What follows belongs to an exercise in optimizing a design on an open flow for small area; a production flow would make more cautious choices. Function was checked by simulation only, so behaviour that the tests miss may differ from the original. No driver is modelled on the clock port, so clocking that relies on it looks cheaper here than on a real chip. Power and IR drop assume default switching activity.

alpha:
## CH3_VFD
module CH3_VFD(
	RESETN, CLK,
	KEY,
	LCD_E, LCD_RS, LCD_RW,
	LCD_DATA,
	PIEZO
);
clock: 10.0 ns
lec_check: 0
abc_area: 1
cap_margin: 20
core_margin: 2
core_utilization: 65
place_density: 0.8
slew_margin: 20
standard.sh (not shown) runs the stock make flow with config.mk's settings and CLKGATE_MAP_FILE= SYNTH_SCRIPT=/design/flow/synth_recipe.tcl, a recipe that flattens the netlist after the stock synthesis.
==> flow/flow/run.sh <==
#!/bin/bash
# Own layout flow: the standard flow (standard.sh) with these changes.
# 1. Synthesis maps the logic with an area-oriented ABC script
#    (flow/abc_area.script), and leaves adders to ABC instead of mapping
#    them to half/full adder cells first (ADDER_MAP_FILE empty). It runs
#    four times in parallel with different ABC random seeds, and the flow
#    goes on with the netlist of smallest cell area. Registers, their names
#    and cells are the standard synthesis's in every run; only the
#    combinational mapping differs.
# 2. Clock tree synthesis uses the options in flow/cts_args.txt: small
#    clock buffers and no dummy loads. After it, flow/post_cts.tcl upsizes
#    each clock buffer whose flip-flop clock pins see a slow slew.
# 3. Every input and output port still gets its own buffer, of the cell
#    named in flow/port_buffer.txt.
# Each tool's output goes to a log file in this folder (synth_N.log,
# layout.log, and ORFS's own logs under orfs/logs).
set -euo pipefail
W=$PWD
SEEDS="1 2 3 4"
for s in $SEEDS; do
  rm -rf "$W/scripts_s$s" "$W/orfs_s$s"
  mkdir -p "$W/scripts_s$s"
  cp -r "$FLOW_HOME/scripts/." "$W/scripts_s$s/"
  sed "s/@SEED@/$s/" "$W/flow/abc_area.script" > "$W/scripts_s$s/abc_area.script"
  sed "s#WORK_HOME=\([^ ]*\)/orfs #WORK_HOME=\1/orfs_s$s #" standard.sh > "$W/standard_s$s.sh"
  grep -q "orfs_s$s " "$W/standard_s$s.sh"
  bash "$W/standard_s$s.sh" synth ABC_AREA=1 SCRIPTS_DIR="$W/scripts_s$s" ADDER_MAP_FILE= \
    > "$W/synth_$s.log" 2>&1 &
done
wait
best=""; best_area=""
for s in $SEEDS; do
  stat="$W/orfs_s$s/reports/$FLOW_PLATFORM/CH3_VFD/base/synth_stat.txt"
  [[ -s "$stat" && -s "$W/orfs_s$s/results/$FLOW_PLATFORM/CH3_VFD/base/1_synth.odb" ]] || continue
  a=$(grep -m1 "Chip area" "$stat" | awk '{print $NF}')
  echo "seed $s: $a" >> "$W/synth_choice.log"
  if [[ -z "$best" ]] || awk -v a="$a" -v b="$best_area" 'BEGIN{exit !(a < b)}'; then
    best=$s; best_area=$a
  fi
done
test -n "$best"
echo "chosen seed $best: $best_area" >> "$W/synth_choice.log"
rm -rf "$W/orfs"
mv "$W/orfs_s$best" "$W/orfs"
CTS_ARGS="$(tr '\n' ' ' < "$W/flow/cts_args.txt")"
PORT_BUF="$(tr -d ' \n' < "$W/flow/port_buffer.txt")"
bash standard.sh finish "CTS_ARGS=$CTS_ARGS" "BUFFER_PORTS_ARGS=-buffer_cell $PORT_BUF" \
  "POST_CTS_TCL=$W/flow/post_cts.tcl" > "$W/layout.log" 2>&1
test -s "$W/out/final.def"
Other scripts of this flow, unchanged in this note and not shown: flow/flow/abc_area.script, flow/flow/cts_args.txt, flow/flow/port_buffer.txt, flow/flow/post_cts.tcl
What beta does differently from alpha at the input level:
diff --git a/flow/design.v b/flow/design.v
--- a/flow/design.v
+++ b/flow/design.v
@@ -284,56 +284,65 @@
 			melody_set <= melody_set_n;
 			cursor <= cursor_n;
 			off_cnt <= off_cnt_n;
 			aset0 <= aset0_n; aset1 <= aset1_n; aset2 <= aset2_n; aset3 <= aset3_n;
 		end
 end
 wire ringing = alarm_set & (flag == 3'b111);
 wire [3:0] p_next = {1'b0, p_cnt} + {3'b000, tick};
 wire [2:0] p_note = melody_set ?
 	((p_next[2:1] == 2'd0) ? aset0 : (p_next[2:1] == 2'd1) ? aset1 : (p_next[2:1] == 2'd2) ? aset2 : aset3) :
 	{1'b1, p_next[2:1]};
 always @(posedge CLK)
-	p_cnt <= ringing ? p_next[2:0] : 3'd0;
-always @(posedge CLK)
 begin
 	if(~RESETN)
 		begin
+			p_cnt <= 3'd0;
 			p_scan <= 3'd0;
 			limit <= 3'd0;
 		end
 	else if(ringing)
 		begin
+			p_cnt <= p_next[2:0];
 			if(~p_next[3])
 				begin
 					p_scan <= p_note;
 					if(p_note[2])
 						limit <= p_note;
 				end
 		end
 	else
-		limit <= 3'd0;
+		begin
+			p_cnt <= 3'd0;
+			limit <= 3'd0;
+		end
 end
 wire snd_ge = ~limit[2] |
 	((limit[1:0] == 2'd0) ? (cnt_sound >= 8'd190) :
 	 (limit[1:0] == 2'd1) ? (cnt_sound >= 8'd169) :
 	 (limit[1:0] == 2'd2) ? (cnt_sound >= 8'd151) : (cnt_sound >= 8'd142));
 always @(posedge CLK)
-	cnt_sound <= snd_ge ? 8'd0 : cnt_sound + 8'd1;
-always @(posedge CLK)
 begin
 	if(~RESETN)
-		P_CLK <= 1'b0;
+		begin
+			P_CLK <= 1'b0;
+			cnt_sound <= 8'd0;
+		end
 	else if(snd_ge)
-		P_CLK <= ~P_CLK;
+		begin
+			cnt_sound <= 8'd0;
+			P_CLK <= ~P_CLK;
+		end
+	else
+		cnt_sound <= cnt_sound + 8'd1;
 end
 assign PIEZO = P_CLK;
 reg [7:0] lc;
 wire init = lc[7] | lc[6];
 wire [4:0] cnt = lc[4:0];
 wire line2 = lc[5];
 wire ph_delay = init & (lc < 8'd163);
 wire ph_fs = init & (lc >= 8'd163) & (lc < 8'd194);
 wire ph_do = init & (lc >= 8'd194) & (lc < 8'd225);
 wire line_end = ~init & cnt[4] & cnt[2];     
 always @(posedge CLK)
 begin
Notes after the runs:
Net count of the finished layout, beta and alpha, lower one = beta.
[compare] base=alpha new=beta: detailed route wirelength on metal2 picked up an extra about 3.4%; fraction of area in non-clock buffers neither gained nor lost much; clock share of power picked up an extra 0.2 points.
Post-route clock period utilization in beta vs alpha: down 4.0 points
Normalized max-slew margin, beta and alpha: larger value in beta
beta reports its most common cell after layout, fill and taps aside as sky130_fd_sc_hd__nor2_1 while alpha reports sky130_fd_sc_hd__clkinv_1.
Hold slack: alpha vs beta, no meaningful difference
Diff alpha -> beta | critical path depth | decrease of 1
Sort beta and alpha by required time reported for the critical path endpoint, ascending, and alpha comes first.
Core utilization: beta lower than alpha


Another version of the RTL of CH3_VFD (not shown whole).
Size: about 930 cells after synthesis, about 150 flip-flops, roughly 22 I/O pins, ~7400 um2 of cells after synthesis.
==> flow/config.mk <==
export PLATFORM = sky130hd
export DESIGN_NAME = CH3_VFD
export DESIGN_NICKNAME = CH3_VFD
export VERILOG_FILES = /design/flow/design.v
export SDC_FILE = /design/flow/constraint.sdc
export NUM_CORES = 4
export LEC_CHECK = 0
export ABC_AREA = 1
export CAP_MARGIN = 20
export CORE_MARGIN = 2
export CORE_UTILIZATION = 65
export PLACE_DENSITY = 0.8
export SLEW_MARGIN = 20
==> flow/constraint.sdc <==
create_clock -name core_clock -period 10.0 [get_ports {CLK}]
set_input_delay 2.0000 -clock core_clock [delete_from_list [all_inputs] [get_ports {CLK}]]
set_output_delay 2.0000 -clock core_clock [all_outputs]
set_load 0.01 [all_outputs]
==> flow/flow/run.sh <==
#!/bin/bash
# Own layout flow: the standard flow (standard.sh) with these changes.
# 1. Synthesis maps the logic with an area-oriented ABC script
#    (flow/abc_area.script), and leaves adders to ABC instead of mapping
#    them to half/full adder cells first (ADDER_MAP_FILE empty). Registers,
#    their names and cells are the standard synthesis's; only the
#    combinational mapping differs.
# 2. Clock tree synthesis uses the options in flow/cts_args.txt: small
#    clock buffers and no dummy loads. After it, flow/post_cts.tcl upsizes
#    each clock buffer whose flip-flop clock pins see a slow slew.
# 3. Every input and output port still gets its own buffer, of the cell
#    named in flow/port_buffer.txt.
# Each tool's output goes to a log file in this folder (synth.log,
# layout.log, and ORFS's own logs under orfs/logs).
set -euo pipefail
W=$PWD
rm -rf "$W/scripts_area"
mkdir -p "$W/scripts_area"
cp -r "$FLOW_HOME/scripts/." "$W/scripts_area/"
cp "$W/flow/abc_area.script" "$W/scripts_area/abc_area.script"
bash standard.sh synth ABC_AREA=1 SCRIPTS_DIR="$W/scripts_area" ADDER_MAP_FILE= > "$W/synth.log" 2>&1
CTS_ARGS="$(tr '\n' ' ' < "$W/flow/cts_args.txt")"
PORT_BUF="$(tr -d ' \n' < "$W/flow/port_buffer.txt")"
bash standard.sh finish "CTS_ARGS=$CTS_ARGS" "BUFFER_PORTS_ARGS=-buffer_cell $PORT_BUF" \
  "POST_CTS_TCL=$W/flow/post_cts.tcl" > "$W/layout.log" 2>&1
test -s "$W/out/final.def"
Other scripts of this flow, unchanged in this note and not shown: flow/flow/abc_area.script, flow/flow/cts_args.txt, flow/flow/port_buffer.txt, flow/flow/post_cts.tcl
Next try:
--- a/flow/design.v
+++ b/flow/design.v
@@ -45,21 +45,20 @@
 	KEY,
 	LCD_E, LCD_RS, LCD_RW,
 	LCD_DATA,
 	PIEZO
 );
 input RESETN, CLK;
 input [7:0]KEY;
 output LCD_E, LCD_RS, LCD_RW;
 output [7:0] LCD_DATA;
 output PIEZO;
-reg LCD_RS;
 reg [7:0] LCD_DATA;
 reg P_CLK;
 reg        half;
 reg [15:0] ct;
 wire ct_end = ~ct[14] & ~ct[13] & ct[11] & ~ct[10] & ct[9] & ~ct[7] & ct[6] & ~ct[5] &
               ct[4] & ct[3] & ct[2] & ct[1] & ct[0];
 wire tick = half & ct_end;                  
 wire colon = ~half;                         
 always @(posedge CLK)
 begin
@@ -76,35 +75,35 @@
 wire sample = kt[15] & ~kt[14] & kt[13] & kt[12] & kt[11] & kt[10] & ~kt[9] & kt[8] &
               ~kt[7] & kt[5] & ~kt[4] & ~kt[3] & ~kt[2] & kt[1] & ~kt[0];
 always @(posedge CLK)
 begin
 	if(~RESETN | sample)
 		kt <= 17'd13708;
 	else
 		kt <= {kt[15:0], kt[16] ^ kt[13]};
 end
 reg [5:0] cs;
-reg signal;
+reg e_reg;
 wire cs_end = cs[5] & cs[2] & cs[1] & ~cs[0];      
-wire sig_rise = cs_end & ~signal;
+wire sig_rise = cs_end & e_reg;
 always @(posedge CLK)
 begin
 	if(~RESETN | cs_end)
 		cs <= 6'd1;
 	else
 		cs <= {cs[4:0], cs[5] ^ cs[4]};
 	if(~RESETN)
-		signal <= 1'b0;
+		e_reg <= 1'b1;
 	else if(cs_end)
-		signal <= ~signal;
+		e_reg <= ~e_reg;
 end
-assign LCD_E = ~signal;
+assign LCD_E = e_reg;
 reg [4:0] hr;
 reg [5:0] mn, sc;
 reg [4:0] hb;            
 reg [5:0] mb, sb;
 reg [4:0] ah;            
 reg [5:0] am, as;
 reg [2:0] flag;
 reg alarm_set, melody_set;
 reg [2:0] cursor;
 reg [1:0] asc;           
@@ -351,20 +350,21 @@
 		lc <= 8'd92;
 	else if(sig_rise)
 		begin
 			if(line_end)
 				lc <= {2'b00, ~line2, 5'd0};
 			else
 				lc <= lc + 8'd1;
 		end
 end
 assign LCD_RW = init & (lc < 8'd164);
+assign LCD_RS = ~((lc >= 8'd164) | (lc == 8'd1) | (lc == 8'd33) | ((lc == 8'd0) & LCD_DATA[2]));
 wire f_clock = (flag == 3'b000);
 wire f_time = (flag == 3'b001);
 wire f_edit = (flag == 3'b001) | (flag == 3'b010);
 wire f_show = (flag == 3'b011);
 wire setmode = f_edit | f_show;
 wire f_ring = flag[2];                   
 wire [1:0] fsel = cnt[3] ? 2'd2 : (cnt[2] & (cnt[1] | cnt[0])) ? 2'd1 : 2'd0;
 wire osel = (cnt == 5'd3) | (cnt == 5'd6) | (cnt == 5'd9);
 wire [5:0] d_val = (fsel == 2'd0) ? {1'b0, hb} : (fsel == 2'd1) ? mb : sb;
 wire [2:0] d_q, d_r;
@@ -402,28 +402,25 @@
 		5'd13: l2 = f_edit ? 8'h45 : f_show ? 8'h74 : f_clock ? 8'h4E : sp;
 		5'd14: l2 = f_edit ? 8'h54 : f_show ? 8'h65 : f_clock ? 8'h55 : sp;
 		5'd15: l2 = f_show ? 8'h64 : sp;
 		default: l2 = sp;
 	endcase
 end
 always @(posedge CLK)
 begin
 	if(~RESETN)
 		begin
-			LCD_RS <= 1'b1;
 			LCD_DATA <= 8'h00;
 		end
 	else if(sig_rise)
 		begin
 			if(init)
 				begin
-					LCD_RS <= ph_delay;
 					LCD_DATA <= ph_delay ? 8'h00 : ph_fs ? 8'h3C : ph_do ? 8'h0C : 8'h06;
 				end
 			else
 				begin
-					LCD_RS <= (cnt != 5'd0);
 					LCD_DATA <= line2 ? l2 : l1;
 				end
 		end
 end
 endmodule
Outcome: Synthesized area went down by 1.5%. First-iteration DRC count went down by about 5%. Worst setup slack degrades by 0.017 ns. Cell count went down by 1.9%. Combinational power went down by about 4%. Total power went down by about 1%.

what the ideal ports hide:
The results above use ideal ports. As a check the final layouts listed here were re-extracted and re-timed, cells and wires unchanged.
Step 1 sets driving cells, clkbuf_16 on the clock port and buf_2 on the other inputs (assumed; they add their load-dependent delay and slew).
Step 2 times the ports against the registers' clock, not the clock port: input delays grow and output delays shrink by t, the midpoint of the rising clock arrivals with the driver on.
Three values: no drivers, after step 1, after step 2; two values: the first two.
run | shift t [ns] | setup WS [ns] | worst setup path after step 2 | clock arrival spread, ns | worst data-port slew with drivers (ns)
alpha | 0.474 | 3.417 / 3.432 / 2.958 | input to register | 0.037 / 0.037 | 0.03
beta | 0.473 | 3.819 / 3.819 / 3.819 | register to register | 0.035 / 0.035 | 0.05
the first run of note 2 | 0.468 | 3.458 / 3.461 / 2.993 | input to register | 0.039 / 0.039 | 0.04
the second run of note 2 | 0.458 | 3.441 / 3.441 / 3.102 | input to register | 0.036 / 0.036 | 0.06
After both steps setup and hold are still met in every run listed. The setup slack of the first run of note 2, which loses most, moves by +0.003 ns with the drivers and by -0.465 ns with both steps.
